This design comes from an exercise in tuning for small area on the open sky130 flow, not from production work. Only simulation tests tie the RTL to the original design; equivalence was not proved. No driver is modelled on the clock port, so clocking that relies on it looks cheaper here than on a real chip. No activity file was given, so power comes from the tool's default toggle rates.

--- design/flow/config.mk ---
export PLATFORM = sky130hd
export DESIGN_NAME = freqMeter
export DESIGN_NICKNAME = freqMeter
export VERILOG_FILES = /design/flow/design.v
export SDC_FILE = /design/flow/constraint.sdc
export NUM_CORES = 4
export LEC_CHECK = 0
export CAP_MARGIN = 20
export CORE_AREA = 2.5 2.5 59.5 59.5
export DIE_AREA = 0 0 62 62
export SLEW_MARGIN = 20
--- design/flow/constraint.sdc ---
create_clock -name core_clock -period 100.0 [get_ports {clk}]
set_input_delay 20.0000 -clock core_clock [delete_from_list [all_inputs] [get_ports {clk}]]
set_output_delay 20.0000 -clock core_clock [all_outputs]
set_load 0.01 [all_outputs]
--- design/flow/design.v ---
`timescale 1ns / 1ps
module freqMeter(clk, rst, signal, d, z);
  input clk;
  input rst;
  input signal;
  output reg [1:4] d;
  output reg [7:0] z;
  localparam [13:0] L_INV = 14'b01010101010101;
  reg  [13:0] Ls;                     
  wire [13:0] L = Ls ^ L_INV;
  reg  [1:0]  p;
  wire lz13  = ~|L[12:0];
  wire lzero = lz13 & ~L[13];         
  wire lfb   = L[13] ^ L[11] ^ L[1] ^ L[0] ^ lz13;
  reg  [2:0] run;
  wire run_in = ~((run == 3'b100) | (run == 3'b001));
  wire edge_in = signal & (run == 3'b111);
  localparam [6:0] PRE_INV = 7'b0110010;
  reg  [6:0] preS;                    
  wire [6:0] pre = preS ^ PRE_INV;
  reg  [3:0] T;
  reg  [3:0] H;
  reg  [6:0] K;
  wire pre99 = (pre[5:0] == 6'b011001);               
  wire pre15 = pre[2] & pre[5] & ~pre[6];             
  wire pre59 = ~pre[0] & pre[1] & ~pre[5] & pre[6];   
  wire pfb   = pre[6] ^ pre[2] ^ pre99;
  wire T9 = T[3] & T[0];
  wire H9 = H[3] & H[0];
  wire cT = pre99;
  wire cH = cT & T9;
  wire cK = cH & H9;
  wire wrapP = K[6] & ~K[5] & ~K[4] & K[0] & H[2] & H[0] & T[1] & T[0] & pre59;
  wire wrapC = K[6] & K[5] & K[4] & K[2] & K[1] & K[0] & H[1] & H[0] & T[1] & pre15;
  wire clrA = edge_in | wrapC;
  wire clrB = clrA | wrapP;
  wire kzero = (K[3:0] == 4'd0) & ~K[5] & (K[6] == K[4]);
  wire [3:0] T_n = clrB ? 4'd0 : (cT ? (T9 ? 4'd0 : T + 4'd1) : T);
  wire [3:0] H_n = clrB ? 4'd0 : (cH ? (H9 ? 4'd0 : H + 4'd1) : H);
  wire [3:0] K_nl = clrB ? 4'd0 : (cK ? K[3:0] + 4'd1 : K[3:0]);
  wire [2:0] K_nh = clrA ? 3'd0 :
                    wrapP ? {K[6:5], 1'b1} :
                    ((cK && K[3:0] == 4'd15) ? K[6:4] + 3'd1 : K[6:4]);
  wire [6:0] K_n = {K_nh, K_nl};
  reg       lowP;
  reg [3:0] x;
  reg [3:0] mid;
  always @(posedge clk) begin
    if (rst) begin
      Ls <= 14'd1 ^ L_INV;
      p <= 2'd0;
      run <= 3'b100;
      preS <= 7'd50 ^ PRE_INV;
      T <= 4'd0;
      H <= 4'd0;
      K <= 7'd0;
      lowP <= 1'b0;
      x <= 4'd1;
      mid <= 4'd0;
    end else begin
      Ls <= {L[12:0], lfb} ^ L_INV;
      if (lzero) p <= p + 2'd1;
      run <= signal ? 3'b100 : {run[1:0], run_in};
      if (edge_in) begin
        lowP <= kzero;
        mid  <= H;
        x    <= K[3:0] | (T & {4{kzero}});
      end
      preS <= (clrB ? 7'd50 : {pre[5:0], pfb}) ^ PRE_INV;
      T <= T_n;
      H <= H_n;
      K <= K_n;
    end
  end
  wire ph0  = (p == 2'd0);
  wire ph1  = (p == 2'd1);
  wire selx = ph1 ^ lowP;
  reg [3:0] w;
  always @(*) begin
    d[1] = 1'b1;
    d[2] = ~ph0;
    d[3] = ~ph1;
    d[4] = ph0 | ph1;
    z[0] = ph0 ? lowP : (ph1 & ~lowP);
    w = selx ? x : mid;
    case (w)
      4'd0: z[7:1] = 7'b1111110;
      4'd1: z[7:1] = 7'b0110000;
      4'd2: z[7:1] = 7'b1101101;
      4'd3: z[7:1] = 7'b1111001;
      4'd4: z[7:1] = 7'b0110011;
      4'd5: z[7:1] = 7'b1011011;
      4'd6: z[7:1] = 7'b1011111;
      4'd7: z[7:1] = 7'b1110000;
      4'd8: z[7:1] = 7'b1111111;
      4'd9: z[7:1] = 7'b1111011;
      default: z[7:1] = 7'b0000000;
    endcase
    if (ph0) z[7:1] = 7'b0000000;
  end
endmodule
--- design/flow/flow/run.sh ---
#!/bin/bash
# Layout flow: the standard flow, except that
#  - synthesis skips the adder extraction and maps the logic with several
#    area-oriented ABC scripts (flow/abc), keeping the smallest result;
#    registers and their names are as in the standard synthesis;
#  - the ports, and the output that is a constant, get the smallest buffer
#    cell;
#  - CTS adds no dummy loads, and each clock buffer it places is then sized
#    down to the smallest one that keeps the flip-flop clock-pin slews under
#    115 ps (flow/clkresize.tcl).
set -euo pipefail
W=$(pwd)
F=$W/flow

# ORFS's synth.tcl with its abc call replaced by flow/abc_pick.tcl
python3 - "$FLOW_HOME/scripts/synth.tcl" "$W/my_synth_core.tcl" "$F/abc_pick.tcl" <<'PY'
import sys
src, dst, pick = sys.argv[1:4]
s = open(src).read()
old = "  log_cmd abc {*}$abc_args\n"
assert s.count(old) == 1
s = s.replace(old, "  source " + pick + "\n")
open(dst, "w").write(s)
PY

export MY_SYNTH_CORE=$W/my_synth_core.tcl
export MY_ABC_DIR=$F/abc

make -C "$FLOW_HOME" DESIGN_CONFIG="$W/config.mk" WORK_HOME="$W/orfs" CLKGATE_MAP_FILE= \
  SYNTH_SCRIPT="$F/synth.tcl" ADDER_MAP_FILE= \
  "MIN_BUF_CELL_AND_PORTS=sky130_fd_sc_hd__buf_1 A X" synth > "$W/synth.log" 2>&1
grep ABC_PICK "$W/orfs/logs/sky130hd/freqMeter/base/1_2_yosys.log" >> "$W/synth.log" || true

bash "$W/standard.sh" finish "BUFFER_PORTS_ARGS=-buffer_cell sky130_fd_sc_hd__buf_1" \
  "CTS_ARGS=-sink_clustering_enable -repair_clock_nets -dont_use_dummy_load" \
  "POST_CTS_TCL=$F/clkresize.tcl" > "$W/layout.log" 2>&1
--- design/flow/flow/abc/a1.abc ---
&get -n
&st
&dch
&nf -R 1000
&put
--- design/flow/flow/abc/a10.abc ---
&get -n
&deepsyn -T 90 -S 2
&put
dch -f
amap
--- design/flow/flow/abc/a2.abc ---
&get -n
&st
&dch -x
&nf -R 1000
&put
--- design/flow/flow/abc/a3.abc ---
strash
dch -f
amap
--- design/flow/flow/abc/a4.abc ---
strash
dch -f
amap -F 10 -A 10
--- design/flow/flow/abc/a5.abc ---
&get -n
&st
&dch
&nf -R 1000 -F 10 -A 10 -C 32
&put
--- design/flow/flow/abc/a6.abc ---
&get -n
&deepsyn -T 30
&dch
&nf -R 1000
&put
--- design/flow/flow/abc/a6s1.abc ---
&get -n
&deepsyn -T 30 -S 1
&dch
&nf -R 1000
&put
--- design/flow/flow/abc/a6s2.abc ---
&get -n
&deepsyn -T 30 -S 2
&dch
&nf -R 1000
&put
--- design/flow/flow/abc/a6s3.abc ---
&get -n
&deepsyn -T 30 -S 3
&dch
&nf -R 1000
&put
--- design/flow/flow/abc/a6s4.abc ---
&get -n
&deepsyn -T 30 -S 4
&dch
&nf -R 1000
&put
--- design/flow/flow/abc/a6s5.abc ---
&get -n
&deepsyn -T 30 -S 5
&dch
&nf -R 1000
&put
--- design/flow/flow/abc/a6s6.abc ---
&get -n
&deepsyn -T 30 -S 6
&dch
&nf -R 1000
&put
--- design/flow/flow/abc/a7.abc ---
&get -n
&deepsyn -T 30
&put
dch -f
amap
--- design/flow/flow/abc/a8.abc ---
strash
ifraig
dch -f
amap
--- design/flow/flow/abc/a9s1.abc ---
&get -n
&deepsyn -T 90 -S 1
&dch
&nf -R 1000
&put
--- design/flow/flow/abc/a9s2.abc ---
&get -n
&deepsyn -T 90 -S 2
&dch
&nf -R 1000
&put
--- design/flow/flow/abc_pick.tcl ---
# Replaces ORFS's single abc call: maps the logic with each script in
# MY_ABC_DIR, in parallel yosys processes that start from the same design,
# and keeps the mapping with the smallest cell area. Only the combinational
# logic changes; the registers are left as they are.
set pick_dir $::env(OBJECTS_DIR)/abc_pick
file delete -force $pick_dir
file mkdir $pick_dir
set top $::env(DESIGN_NAME)
write_rtlil $pick_dir/pre.il
set scripts [lsort [glob $::env(MY_ABC_DIR)/*.abc]]
set yosys_exe [expr {[info exists ::env(YOSYS_EXE)] && $::env(YOSYS_EXE) ne "" ? $::env(YOSYS_EXE) : [auto_execok yosys]}]
puts "ABC_PICK yosys: $yosys_exe"
set max_jobs [expr {[info exists ::env(MY_ABC_JOBS)] ? $::env(MY_ABC_JOBS) : 4}]
set abc_opts [concat $lib_args $lib_dont_use_args [list -constr $::env(OBJECTS_DIR)/abc.constr]]

proc pick_start {i s} {
  global pick_dir top yosys_exe abc_opts
  set ys $pick_dir/c$i.ys
  set f [open $ys w]
  puts $f "read_rtlil $pick_dir/pre.il"
  puts $f "abc -script $s $abc_opts"
  puts $f "tee -q -o $pick_dir/c$i.stat stat [lrange $abc_opts 0 1]"
  puts $f "select $top"
  puts $f "write_rtlil -selected $pick_dir/c$i.il"
  close $f
  exec sh -c "'$yosys_exe' -q -l '$pick_dir/c$i.log' -s '$ys' >/dev/null 2>&1; echo \$? > '$pick_dir/c$i.done'" &
}

set n [llength $scripts]
set next 0
set running {}
while {1} {
  set still {}
  foreach i $running { if {![file exists $pick_dir/c$i.done]} { lappend still $i } }
  set running $still
  while {[llength $running] < $max_jobs && $next < $n} {
    pick_start $next [lindex $scripts $next]
    lappend running $next
    incr next
  }
  if {$next >= $n && [llength $running] == 0} { break }
  after 500
}

set best -1
set best_area -1
for {set i 0} {$i < $n} {incr i} {
  set name [file tail [lindex $scripts $i]]
  set rc [string trim [exec cat $pick_dir/c$i.done]]
  if {$rc ne "0" || ![file exists $pick_dir/c$i.stat] || ![file exists $pick_dir/c$i.il]} {
    puts "ABC_PICK $name failed"
    continue
  }
  set st [exec cat $pick_dir/c$i.stat]
  if {[regexp {Chip area for module[^:]*:\s*([0-9.]+)} $st -> area]} {
    puts "ABC_PICK $name area $area"
    if {$best < 0 || $area < $best_area} { set best $i; set best_area $area }
  }
}
if {$best < 0} { error "abc_pick: no ABC script gave a result" }
puts "ABC_PICK best [file tail [lindex $scripts $best]] area $best_area"
delete $top
read_rtlil $pick_dir/c$best.il
hierarchy -top $top
--- design/flow/flow/clkresize.tcl ---
# POST_CTS_TCL hook: size each clock buffer that CTS placed to the smallest
# clkbuf cell whose flip-flop clock pins keep a slew (placement estimate)
# under CLK_SLEW_TARGET (ns), leaves first, then the root.
set db [ord::get_db]
set block [ord::get_db_block]
set sizes {sky130_fd_sc_hd__clkbuf_1 sky130_fd_sc_hd__clkbuf_2 sky130_fd_sc_hd__clkbuf_4 sky130_fd_sc_hd__clkbuf_8 sky130_fd_sc_hd__clkbuf_16}
set limit [expr {[info exists ::env(CLK_SLEW_TARGET)] ? $::env(CLK_SLEW_TARGET) : 0.115}]

proc pin_slew {pin} {
  set w 0
  foreach p {slew_max_rise slew_max_fall} {
    set s [get_property $pin $p]
    if {$s > $w} { set w $s }
  }
  return $w
}
proc sinks_slew {pins} {
  estimate_parasitics -placement
  set w 0
  foreach pin $pins { set s [pin_slew $pin]; if {$s > $w} { set w $s } }
  return $w
}
proc clk_pins_of {net} {
  set pins {}
  foreach it [$net getITerms] {
    if {[[$it getMTerm] getName] eq "CLK"} {
      lappend pins [get_pins [[$it getInst] getName]/CLK]
    }
  }
  return $pins
}

set all_clk_pins [get_pins -hierarchical */CLK]
set leaves {}
set roots {}
foreach inst [$block getInsts] {
  set m [[$inst getMaster] getName]
  if {![string match "sky130_fd_sc_hd__clkbuf_*" $m]} { continue }
  set a [[$inst findITerm A] getNet]
  if {$a ne "NULL" && [$a getName] eq "clk"} { lappend roots $inst } else { lappend leaves $inst }
}
puts "clkresize: start, worst clock-pin slew [sinks_slew $all_clk_pins]"
foreach inst $leaves {
  set pins [clk_pins_of [[$inst findITerm X] getNet]]
  if {[llength $pins] == 0} { continue }
  foreach cell $sizes {
    $inst swapMaster [$db findMaster $cell]
    set s [sinks_slew $pins]
    if {$s <= $limit} { break }
  }
  puts "clkresize: leaf [$inst getName] ([llength $pins] sinks) -> [[$inst getMaster] getName], slew $s"
}
set base [sinks_slew $all_clk_pins]
foreach inst $roots {
  foreach cell $sizes {
    $inst swapMaster [$db findMaster $cell]
    set s [sinks_slew $all_clk_pins]
    if {$s <= [expr {max($limit, $base)}]} { break }
  }
  puts "clkresize: root [$inst getName] -> [[$inst getMaster] getName], worst slew $s"
}
detailed_placement
check_placement -verbose
estimate_parasitics -placement
repair_timing -hold -hold_margin 0
detailed_placement
check_placement -verbose
puts "clkresize: end, worst clock-pin slew [sinks_slew $all_clk_pins]"
--- design/flow/flow/synth.tcl ---
# Standard synthesis (synth_recipe.tcl) with the logic mapped by several
# area-oriented ABC scripts (flow/abc/*.abc, the smallest result is kept) and
# without the adder extraction step; registers are mapped exactly as in the
# standard synthesis.
proc synth {args} { yosys synth -nofsm -noshare {*}$args }
source $::env(MY_SYNTH_CORE)
# left out here: clear keep_hierarchy, flatten, clean up, hide names made inside functions, write 1_2_yosys.v
--- design/flow/standard.sh ---
#!/bin/bash
# synth_recipe.tcl (not shown) runs the flow's synth.tcl, then flattens the netlist and writes it again
# the make line also repeats each setting of config.mk as NAME=value (left out here)
make -C /OpenROAD-flow-scripts/flow DESIGN_CONFIG=/design/flow/config.mk WORK_HOME=/design/flow/orfs CLKGATE_MAP_FILE= SYNTH_SCRIPT=/design/flow/synth_recipe.tcl "${@:-finish}"
==> metrics.md, run 1 <==
| Metric | Value |
|---|---|
| Worst Path Arrival | `2.92 ns` |
| Syn_area_per_cell | `~8.2 µm²` |
| XOR/XNOR share of the synthesized area | `0%` |
| P_int | `~0.024 mW` |
| Seq cells post-synth | `50` |
| All-Layer GR Usage | `about 20%` |
| Initial antenna violation count | `0` |
| Final HPWL from detailed placement | `about 2.6 mm` |
| WL final | `~3.3 mm` |
| Power Total | `approximately 0.031 mW` |
| Slew HR | `between 50% and 60%` |
| Routed len/inst | `11.7 µm` |
| Peak Freq | `between 0.04 and 0.05 GHz` |
| Post-synth EDFFs | `0` |
| Chip Height | `slightly above 60 µm` |
| Mux cell area share after synthesis | `0%` |
| Initial DRC count | `69` |
| Commonest non-fill, non-tap cell in the layout | `dfxtp_1` |
| Final #Nets | `approximately 250` |
| TNS Setup | `0 ns` |
| Commonest cells after routing, fill and taps aside | `50 x dfxtp_1, 42 x nor2_1, 29 x clkinv_1, 27 x nand2_1, 14 x o21ai_0` |
| CTS tree | `done` |
| Fin Hold WS | `between 0.3 and 0.4 ns` |
| Cells along the critical path | `clkinv_1 -> o22ai_1 -> clkinv_1 -> o22ai_1 -> nand2_1 -> or2_0 -> o21ai_0 -> clkinv_1 -> o31a_1 -> buf_1` |
| Largest net degree at the start of global routing | `16` |
| Simple-gate portion of the synthesized area | `between 20% and 30%` |
| Layout cells sized above 1 | `1.65%` |
| Worst Tran Pin Value | `about 0.65 ns` |
| Clk sinks | `50` |
| Adder-Cell Fraction of Synth Area | `0%` |
| Primary FF master, synth | `dfxtp_1` |
| CORE AREA | `between 3000 and 4000 µm²` |
| Row count | `20` |
| CP required | `roughly 80 ns` |
| Critical path class | `flip-flop to primary output` |
| HP Class | `flip-flop to flip-flop` |
| CP Max Fanout | `5` |
| Via Count | `~1500` |
| Multi-input gate area | `728 µm²` |
| Die area | `between 3000 and 4000 µm²` |
| Gpl congestion | `approximately 0.88` |
| Pins over their slew limit | `0` |
| Worst path max stage delay | `approximately 0.38 ns` |
| # port buffers | `13` |
| Final cycle utilization of the critical path | `between 20 and 25%` |
| Io pins | `15` |
| GRT overflow | `0` |
| Sw power | `slightly above 0.007 mW` |
| CP max stage cell | `dfxtp_1` |
| Outcome | `timing/DRC/antenna clean` |
| Vias in the first global route | `~1300` |
| Critical Path Start Type | `flip-flop` |
| Final setup viols | `0` |
| Area grow syn2layout | `7.95%` |
| Switching part of the total | `23.0%` |
| Post-synthesis compound-gate area fraction | `roughly 15%` |
| Power per cell area | `between 15 and 20 nW/µm²` |
| CP Capture Type | `primary output` |
| Worst Clk Skew | `about 0.024 ns` |
| Clk pwr share | `26.5%` |
| RSZ-0062 raised after global routing | `false` |
| Final min period | `between 20 and 25 ns` |
| Final hold violation count | `0` |
| Comb pwr share | `about 7.2%` |
| Ant. Diodes | `0` |
| Max-cap violations | `0` |
| Yosys warning count | `1` |
| 1st-pass router iterations | `4` |
| First-pass GRT wire length | `~5.6 mm` |
| Post-route ant nets | `0` |
| Die X-Extent | `between 60 and 70 µm` |
| Synthesized Nets | `about 230` |
| Initial core utilization | `59.8%` |
| FF/Latch Area | `1000 µm²` |
| Worst path most repeated cell | `clkinv_1` |
| Clock transition at path regs | `0.10 ns` |
| Peak VDD IR | `around 11 µV` |
| DR vias/cell | `between 5 and 6` |
| Residual DRC count | `0` |
| Fillers | `~300` |
| Lkg Pwr | `~0.66 nW` |
| Share of synthesized flip-flops with an asynchronous set or reset | `0%` |
| Synth unique cells | `27` |
| Largest family of logic cells by synthesized area | `simple AND/OR/NAND/NOR gates` |
| Post-Synthesis Cells | `about 230` |
| Sequential Power Share | `between 60% and 70%` |
| Synthesized area | `about 1800 µm²` |
| Clock Latency Late Sink | `roughly 0.5 ns` |
| Register area share after synthesis | `a little over half` |
layout make-up:
type | count | share of cell area, %
sequential | 50 | 50.3
inverter | 29 | 5.48
multi-input combinational | 145 | 36.6
tap | 44 | 2.77
clock buffer | 5 | 2.33
timing repair buffer | 13 | 2.45
Yosys cell counts (2+ instances only):
cell,number,area [µm²]
nand2_1,27,101
a211oi_1,6,45.0
o21a_1,2,15.0
clkinv_1,29,109
o221ai_1,3,26.3
o21ai_0,14,70.1
nand4_1,5,31.3
nor2_1,42,158
or3_1,3,18.8
o22ai_1,6,37.5
nor2b_1,4,25.0
dfxtp_1,50,1000
or4_1,2,15.0
nor3_1,11,55.1
or2_0,5,31.3
a21oi_1,5,25.0
state kept, by name, summed over array words and instances (netlist names), 3 cells and up:
name	flops
Ls	14
run	3
K	7
H	4
T	4
x	4
mid	4
preS	7
cell families (layout without fill, tap and decap cells):
group	after synthesis	count (layout)
buffers and inverters	30	47
DFF	50	50
AOI/OAI and AO/OA	43	43
and+or+nand+nor	101	101
other	1	1
stage by stage:
stage / setup slack [ns] / area (µm²) / util [%] / std cells
final: 77.08 / 1990 / 64.6 / 286
after global routing: 76.83 / 1990 / 64.6 / 286
after detailed placement: 77.35 / 1940 / 63.1 / 281
after global placement: 77.55 / 1940 / 63.1 / 281
after floorplan: 77.83 / 1840 / - / 225
per-layer routing:
layer	vias to the layer above	wire [µm]	track usage, %
li1	796	-	-
met1	681	1570	24.4
met2	30	1600	34.1
met3	7	127	4.35
met4	0	43	8.21
met5	-	0	0
power groups by stage:
stage / registers (mW) / clock network, mW / logic, mW
5_1_grt: 0.0207 / 0.00944 / 0.00255
3_3_place_gp: 0.0211 / 0 / 0.00214
3_5_place_dp: 0.0211 / 0 / 0.00224
2_1_floorplan: 0.0210 / 0 / 0.00161
6_report: 0.0206 / 0.00823 / 0.00223
critical path, delay by kind of cell, from the launching register on:
kind	cells	cell delay, ns
AND/OR/NAND/NOR	2	0.39
buffers and inverters	4	0.64
AO/OA/AOI/OAI	4	1.03
flip-flops	1	0.38
final timing paths:
kind	from	endpoint	slack, ns	cells past startpoint
hold reg to reg	Ls[7]$_SDFF_PP0_	Ls[8]$_SDFF_PP1_	0.39	1
hold / removal	Ls[7]$_SDFF_PP0_	Ls[8]$_SDFF_PP1_	0.39	1
setup reg to reg	preS[0]$_SDFF_PP0_	K[6]$_SDFFE_PP0P_	97.32	14
setup / recovery	p[1]$_SDFFE_PP0P_	z[6]	77.08	10
==> inputs of run 2 (changes only) <==
--- a/design/flow/flow/run.sh
+++ b/design/flow/flow/run.sh
@@ -33,4 +33,4 @@
 
 bash "$W/standard.sh" finish "BUFFER_PORTS_ARGS=-buffer_cell sky130_fd_sc_hd__buf_1" \
-  "CTS_ARGS=-sink_clustering_enable -repair_clock_nets -dont_use_dummy_load" \
+  "CTS_ARGS=-sink_clustering_enable -repair_clock_nets -dont_use_dummy_load -sink_clustering_size 13 -sink_clustering_max_diameter 25" \
   "POST_CTS_TCL=$F/clkresize.tcl" > "$W/layout.log" 2>&1
--- a/design/flow/config.mk
+++ b/design/flow/config.mk
@@ -9,3 +9,4 @@
 export CORE_AREA = 2.5 2.5 59.5 59.5
 export DIE_AREA = 0 0 62 62
+export PLACE_DENSITY = 0.9
 export SLEW_MARGIN = 20
==> run 2 against run 1 <==
Sequential cell count did not move. Synthesized cell count stayed put. Register-to-register slack improved by 0.04 ns. Design area up 0.31%. Clock power is 9.5% higher. Worst hold slack improved by 0.00075 ns. Global-route usage grew 0.72 points. Clock skew is 0.013 ns higher. Non-clock buffer count unchanged. Critical path type unchanged. Largest cell class unchanged. Largest power group unchanged.
==> metrics.md, run 2 <==
| Metric | Value |
|---|---|
| Die area | `slightly below 4000 µm²` |
| 1st-pass router iterations | `4` |
| Worst Path Arrival | `between 2 and 3 ns` |
| Commonest cells after routing, fill and taps aside | `50 x dfxtp_1, 42 x nor2_1, 29 x clkinv_1, 27 x nand2_1, 14 x o21ai_0` |
| Synth top area cells | `dfxtp_1 54%, nor2_1 8.6%, clkinv_1 5.9%` |
| Worst Tran Pin Value | `~0.65 ns` |
| RSZ-0062 raised after global routing | `false` |
| Number of flip-flops in the largest register | `14` |
| Layout cells sized above 1 | `approximately 1.7%` |
| Biggest regs | `Ls: 14 flops, K: 7 flops, preS: 7 flops` |
| Initial core utilization | `59.8%` |
| Worst Clk Skew | `between 0.03 and 0.04 ns` |
| HP Class | `flip-flop to flip-flop` |
| Final hold violation count | `0` |
| Residual DRC count | `0` |
| Max-cap violations | `0` |
| Final Instance Area | `1990 µm²` |
| Final min period | `around 23 ns` |
| Final setup viols | `0` |
| Share of synthesized flip-flops with an asynchronous set or reset | `0%` |
| Crit. path cell count | `10` |
| Register area share after synthesis | `~54%` |
| Peak Freq | `0.0436 GHz` |
| Synthesized Nets | `roughly 230` |
| Synthesized area | `between 1500 and 2000 µm²` |
| Hold Path Stages | `1` |
| Lkg Pwr | `0.667 nW` |
| Fillers | `about 260` |
| Synth top area share | `54.3%` |
| Vias in the first global route | `~1400` |
| XOR/XNOR share of the synthesized area | `0%` |
| Post-Synthesis Cells | `~230` |
| Fin Hold WS | `between 0.3 and 0.4 ns` |
| CTS tree | `done` |
| Outcome | `timing/DRC/antenna clean` |
| Slew HR | `a little under three fifths` |
| Crit path capture | `z[6]` |
| Cell family with most CP delay | `compound AO/OA/AOI/OAI gates` |
| Chip Height | `just over 60 µm` |
| DR vias/cell | `between 5 and 6` |
| Area after DPL | `around 2000 µm²` |
| CP max stage cell | `dfxtp_1` |
| DP Cell Count | `approximately 280` |
| First-pass GRT wire length | `between 5 and 6 mm` |
| Largest net degree at the start of global routing | `15` |
| Row count | `20` |
| Mux cell area share after synthesis | `0%` |
| Commonest non-fill, non-tap cell in the layout | `dfxtp_1` |
| Most common cell in the netlist | `dfxtp_1` |
| WL final | `about 3.4 mm` |
| Peak VDD IR | `9.54 µV` |
| TNS Setup | `0 ns` |
| Critical Path Start Type | `flip-flop` |
| Syn_area_per_cell | `between 8 and 9 µm²` |
| Worst path max stage delay | `approximately 0.38 ns` |
| Area grow syn2layout | `8.29%` |
| CP Max Fanout | `5` |
| Cells along the critical path | `clkinv_1 -> o22ai_1 -> clkinv_1 -> o22ai_1 -> nand2_1 -> or2_0 -> o21ai_0 -> clkinv_1 -> o31a_1 -> buf_1` |
| Synth unique cells | `27` |
| Primary FF master, synth | `dfxtp_1` |
| Final HPWL from detailed placement | `2.59 mm` |
| Routed len/inst | `between 10 and 15 µm` |
| Die X-Extent | `a little over 60 µm` |
| Post-synth EDFFs | `0` |
| Final cycle utilization of the critical path | `between 20 and 25%` |
| Initial antenna violation count | `0` |
| Final cell count without fillers | `about 290` |
| # port buffers | `13` |
| Crit path from | `p[1]$_SDFFE_PP0P_` |
| Adder-Cell Fraction of Synth Area | `0%` |
| Via Count | `approximately 1600` |
| CP Capture Type | `primary output` |
| Yosys warning count | `1` |
| Ant. Diodes | `0` |
| GRT overflow | `0` |
| Largest family of logic cells by synthesized area | `simple AND/OR/NAND/NOR gates` |
| Worst r2r src | `preS[0]$_SDFF_PP0_` |
| Post-synthesis compound-gate area fraction | `~15%` |
| Clk sinks | `50` |
| Biggest register | `Ls` |
| Synth area leader | `dfxtp_1` |
| CP required | `around 80 ns` |
| Buf/Inv on CP | `4` |
| All-Layer GR Usage | `between 20% and 30%` |
| Initial DRC count | `slightly below 60` |
| Clock Latency Late Sink | `about 0.57 ns` |
| CORE AREA | `around 3000 µm²` |
| Io pins | `15` |
| Layout Utilization | `about two thirds` |
| Seq cells post-synth | `50` |
| Reg2Reg Depth | `14` |
| Final #Nets | `247` |
| Post-route ant nets | `0` |
| Worst path most repeated cell | `clkinv_1` |
| Gpl congestion | `just over 0.9` |
| Pins over their slew limit | `0` |
| Register-to-register setup slack | `approximately 97 ns` |
| Power per cell area | `16.0 nW/µm²` |
| Simple-gate portion of the synthesized area | `approximately a quarter` |
| Most frequent cells after synthesis | `50 x dfxtp_1, 42 x nor2_1, 29 x clkinv_1` |
| Capturing point of the worst reg2reg path | `K[6]$_SDFFE_PP0P_` |
| Critical path class | `flip-flop to primary output` |
| Clock transition at path regs | `~0.09 ns` |
-- run 2: worst register-to-register path, stage by stage, from the launching register on --
cell,delay (ns)
dfxtp_1,0.39
nand4_1,0.11
nor3_1,0.26
nand2_1,0.12
nor2_1,0.21
nand2_1,0.18
nor2_1,0.18
nand2_1,0.09
nor2_1,0.20
nand2_1,0.10
nor2_1,0.19
clkinv_1,0.11
nor2_1,0.17
nor2_1,0.06
a211oi_1,0.20
-- run 2: stage by stage --
stage / power (mW) / worst slack (ns)
after floorplan: 0.0226 / 77.83
after global placement: 0.0232 / 77.55
after detailed placement: 0.0233 / 77.35
after global routing: 0.0333 / 76.71
final: 0.0319 / 77.05
-- run 2: cell type report --
class / instances / area [µm²] / area share (%)
clock buffer: 5 / 52.6 / 2.63
sequential: 50 / 1000 / 50.2
timing repair buffer: 13 / 48.8 / 2.45
multi-input combinational: 145 / 728 / 36.5
inverter: 29 / 109 / 5.46
tap: 44 / 55.1 / 2.76
-- run 2: cell families (layout without fill, tap and decap cells) --
family | after synthesis | in the layout
other | 1 | 1
buffers and inverters | 30 | 47
AOI/OAI and AO/OA | 43 | 43
DFF | 50 | 50
and+or+nand+nor | 101 | 101
-- run 2: routing by layer --
layer | global-route usage (%) | wire length (µm) | vias up
met5 | 0 | 0 | -
met3 | 7.87 | 177 | 10
met1 | 25.5 | 1600 | 697
met2 | 32.4 | 1530 | 41
li1 | - | - | 804
met4 | 8.81 | 91 | 0
-- run 2: how the worst min path moves through the flow --
stage | startpoint | to
2_1_floorplan | Ls[7]$_SDFF_PP0_ | Ls[8]$_SDFF_PP1_
3_3_place_gp | Ls[3]$_SDFF_PP0_ | Ls[4]$_SDFF_PP1_
3_5_place_dp | Ls[3]$_SDFF_PP0_ | Ls[4]$_SDFF_PP1_
5_1_grt | Ls[9]$_SDFF_PP0_ | Ls[10]$_SDFF_PP1_
6_report | Ls[3]$_SDFF_PP0_ | Ls[4]$_SDFF_PP1_
-- run 2: power by group --
part           internal (mW)  total (mW)  switching (mW)
clock network        0.00326     0.00901         0.00575
registers             0.0203      0.0206        0.000301
logic               0.000751     0.00225         0.00150
==> inputs of run 3 (changes only) <==
--- a/design/flow/flow/run.sh
+++ b/design/flow/flow/run.sh
@@ -33,4 +33,4 @@
 
 bash "$W/standard.sh" finish "BUFFER_PORTS_ARGS=-buffer_cell sky130_fd_sc_hd__buf_1" \
-  "CTS_ARGS=-sink_clustering_enable -repair_clock_nets -dont_use_dummy_load -sink_clustering_size 13 -sink_clustering_max_diameter 25" \
+  "CTS_ARGS=-sink_clustering_enable -repair_clock_nets -dont_use_dummy_load" \
   "POST_CTS_TCL=$F/clkresize.tcl" > "$W/layout.log" 2>&1
==> design/flow/flow/abc/a11s1e2.abc (new file) <==
&get -n
&deepsyn -T 40 -S 1
&dch
&nf -R 1000 -E 2
&put
==> design/flow/flow/abc/a11s1e5.abc (new file) <==
&get -n
&deepsyn -T 40 -S 1
&dch
&nf -R 1000 -E 5
&put
==> design/flow/flow/abc/a11s6e2.abc (new file) <==
&get -n
&deepsyn -T 40 -S 6
&dch
&nf -R 1000 -E 2
&put
==> design/flow/flow/abc/a11s6e5.abc (new file) <==
&get -n
&deepsyn -T 40 -S 6
&dch
&nf -R 1000 -E 5
&put
--- a/design/flow/config.mk
+++ b/design/flow/config.mk
@@ -9,4 +9,3 @@
 export CORE_AREA = 2.5 2.5 59.5 59.5
 export DIE_AREA = 0 0 62 62
-export PLACE_DENSITY = 0.9
 export SLEW_MARGIN = 20
==> run 3 against run 2 <==
Sequential power hardly changed. Design area is 0.31% lower. Wire length is 1.9% lower. Highest routed layer unchanged.
==> metrics.md, run 3 <==
| Metric | Value |
|---|---|
| Outcome | `timing/DRC/antenna clean` |
| Final cell count without fillers | `between 200 and 300` |
| Critical Path Start Type | `flip-flop` |
| Final HPWL from detailed placement | `between 2 and 3 mm` |
| Synthesized area | `between 1500 and 2000 µm²` |
| Clock transition at path regs | `approximately 0.10 ns` |
| Slew HR | `a little under three fifths` |
| Hold path start | `Ls[7]$_SDFF_PP0_` |
| First-pass GRT wire length | `5.58 mm` |
| Yosys warning count | `1` |
| 1st-pass router iterations | `4` |
| Final setup viols | `0` |
| Syn_area_per_cell | `8.19 µm²` |
| Largest net degree at the start of global routing | `16` |
| Initial DRC count | `slightly below 70` |
| Synth area leader | `dfxtp_1` |
| Lkg Pwr | `0.665 nW` |
| CP Max Fanout | `5` |
| Row count | `20` |
| Simple-gate portion of the synthesized area | `roughly 24%` |
| Pins over their slew limit | `0` |
| Largest family of logic cells by synthesized area | `simple AND/OR/NAND/NOR gates` |
| Clk sinks | `50` |
| Peak Freq | `about 0.044 GHz` |
| Register area share after synthesis | `approximately 54%` |
| Worst Tran Pin Value | `0.653 ns` |
| Crit path from | `p[1]$_SDFFE_PP0P_` |
| Commonest cells after routing, fill and taps aside | `50 x dfxtp_1, 42 x nor2_1, 29 x clkinv_1, 27 x nand2_1, 14 x o21ai_0` |
| Most common cell in the netlist | `dfxtp_1` |
| Area grow syn2layout | `7.95%` |
| Routed len/inst | `about 12 µm` |
| Vias in the first global route | `between 1000 and 1500` |
| Share of synthesized flip-flops with an asynchronous set or reset | `0%` |
| Max-cap violations | `0` |
| Peak VDD IR | `~11 µV` |
| Power Total | `around 0.031 mW` |
| Biggest register | `Ls` |
| Residual DRC count | `0` |
| Worst Path Arrival | `~3 ns` |
| Worst r2r src | `preS[0]$_SDFF_PP0_` |
| Post-synthesis compound-gate area fraction | `between 10% and 20%` |
| Io pins | `15` |
| Commonest non-fill, non-tap cell in the layout | `dfxtp_1` |
| Initial antenna violation count | `0` |
| Initial core utilization | `around three fifths` |
| Final Instance Area | `approximately 2000 µm²` |
| # port buffers | `13` |
| Synthesized Nets | `228` |
| Final #Nets | `247` |
| Adder-Cell Fraction of Synth Area | `0%` |
| Synth top area cells | `dfxtp_1 54%, nor2_1 8.6%, clkinv_1 5.9%` |
| HP Class | `flip-flop to flip-flop` |
| XOR/XNOR share of the synthesized area | `0%` |
| Ant. Diodes | `0` |
| Post-route ant nets | `0` |
| Final cycle utilization of the critical path | `22.9%` |
| Seq cells post-synth | `50` |
| TNS Setup | `0 ns` |
| Gpl congestion | `between 0.8 and 0.9` |
| CP Capture Type | `primary output` |
| Chip Height | `62 µm` |
| Fillers | `between 200 and 300` |
| Biggest regs | `Ls: 14 flops, K: 7 flops, preS: 7 flops` |
| Multi-input gate area | `728 µm²` |
| Most frequent cells after synthesis | `50 x dfxtp_1, 42 x nor2_1, 29 x clkinv_1` |
| Power per cell area | `15.6 nW/µm²` |
| WL final | `approximately 3.3 mm` |
| Die area | `slightly below 4000 µm²` |
| CP required | `about 80 ns` |
| Synth unique cells | `27` |
| CORE AREA | `about 3100 µm²` |
| Post-Synthesis Cells | `roughly 230` |
| RSZ-0062 raised after global routing | `false` |
| Primary FF master, synth | `dfxtp_1` |
| DR vias/cell | `5.29` |
| All-Layer GR Usage | `20.0%` |
| Worst Clk Skew | `0.0235 ns` |
| Synth top area share | `54.3%` |
| Post-synth EDFFs | `0` |
| CTS tree | `done` |
| GRT overflow | `0` |
| DP Cell Count | `281` |
| Layout Utilization | `64.6%` |
| Final hold violation count | `0` |
| FF/Latch Area | `1000 µm²` |
| Critical path class | `flip-flop to primary output` |
| Final min period | `around 23 ns` |
| Layout cells sized above 1 | `around 1.7%` |
| Area after DPL | `roughly 1900 µm²` |
| Via Count | `1514` |
| Clock Latency Late Sink | `~0.5 ns` |
| Number of flip-flops in the largest register | `14` |
| Mux cell area share after synthesis | `0%` |
| Die X-Extent | `62 µm` |
[run 3: cell counts after synthesis]
No cell type changed its count.
[run 3: cell families after synthesis]
family,after synthesis
compound gates,43
buf+inv,30
flops,50
other cells,1
simple gates,101
[run 3: layout make-up]
class                   instances  area share [%]
flip-flops and latches         50            50.3
multi-input cells             145            36.6
inverters                      29            5.48
well taps                      44            2.77
repair buffers                 13            2.45
clock buffers                   5            2.33
[run 3: stage by stage]
| stage | setup slack (ns) | hold slack [ns] |
|---|---|---|
| 2_1_floorplan | 77.83 | 0.358 |
| 3_3_place_gp | 77.55 | 0.363 |
| 3_5_place_dp | 77.35 | 0.366 |
| 5_1_grt | 76.83 | 0.407 |
| 6_report | 77.08 | 0.389 |
[run 3: final timing paths]
check	depth (start not counted)	to	slack (ns)
setup / recovery	10	z[6]	77.08
hold / removal	1	Ls[8]$_SDFF_PP1_	0.39
setup reg to reg	14	K[6]$_SDFFE_PP0P_	97.32
hold reg to reg	1	Ls[8]$_SDFF_PP1_	0.39
[run 3: power breakdown]
group	switching, mW	internal [mW]	total [mW]	leakage [nW]
registers	0.000280	0.0203	0.0206	0.407
clock network	0.00539	0.00284	0.00823	0.0248
logic	0.00148	0.000752	0.00223	0.233
[run 3: worst max-delay path, stage by stage, from the launching register on]
cell      delay (ns)
dfxtp_1         0.38
clkinv_1        0.13
o22ai_1         0.31
clkinv_1        0.22
o22ai_1         0.29
nand2_1         0.14
or2_0           0.25
o21ai_0         0.13
clkinv_1        0.16
o31a_1          0.30
buf_1           0.13
[run 3: per-layer routing]
| layer | global-route usage [%] | wire (µm) | up-vias |
|---|---|---|---|
| met2 | 34.1 | 1600 | 30 |
| met4 | 8.21 | 43 | 0 |
| li1 | - | - | 796 |
| met3 | 4.35 | 127 | 7 |
| met1 | 24.4 | 1570 | 681 |
| met5 | 0 | 0 | - |

separate check: timing with driven ports:
In the flow no input, the clock included, has a driving cell. The finished layouts below were timed again as built, in two steps. Step 1: set_driving_cell puts a clkbuf_16 on clk and a buf_2 on each other input, an assumption about the parent block. Step 2 times the ports against the registers' clock, not the clock port: input delays grow and output delays shrink by t, the midpoint of the rising clock arrivals with the driver on. Slacks: no drivers / after step 1 / after step 2; pairs: no drivers / after step 1.
run | t (ns) | setup slack, ns | hold slack, ns | worst setup path after step 2
run 1 | 0.508 | 77.081 / 77.060 / 77.305 | 0.389 / 0.389 / 0.389 | input to register
run 2 | 0.573 | 77.051 / 77.028 / 77.275 | 0.389 / 0.389 / 0.389 | input to register
run 3 | 0.508 | 77.081 / 77.060 / 77.305 | 0.389 / 0.389 / 0.389 | input to register
After both steps setup and hold are still met in every run listed.
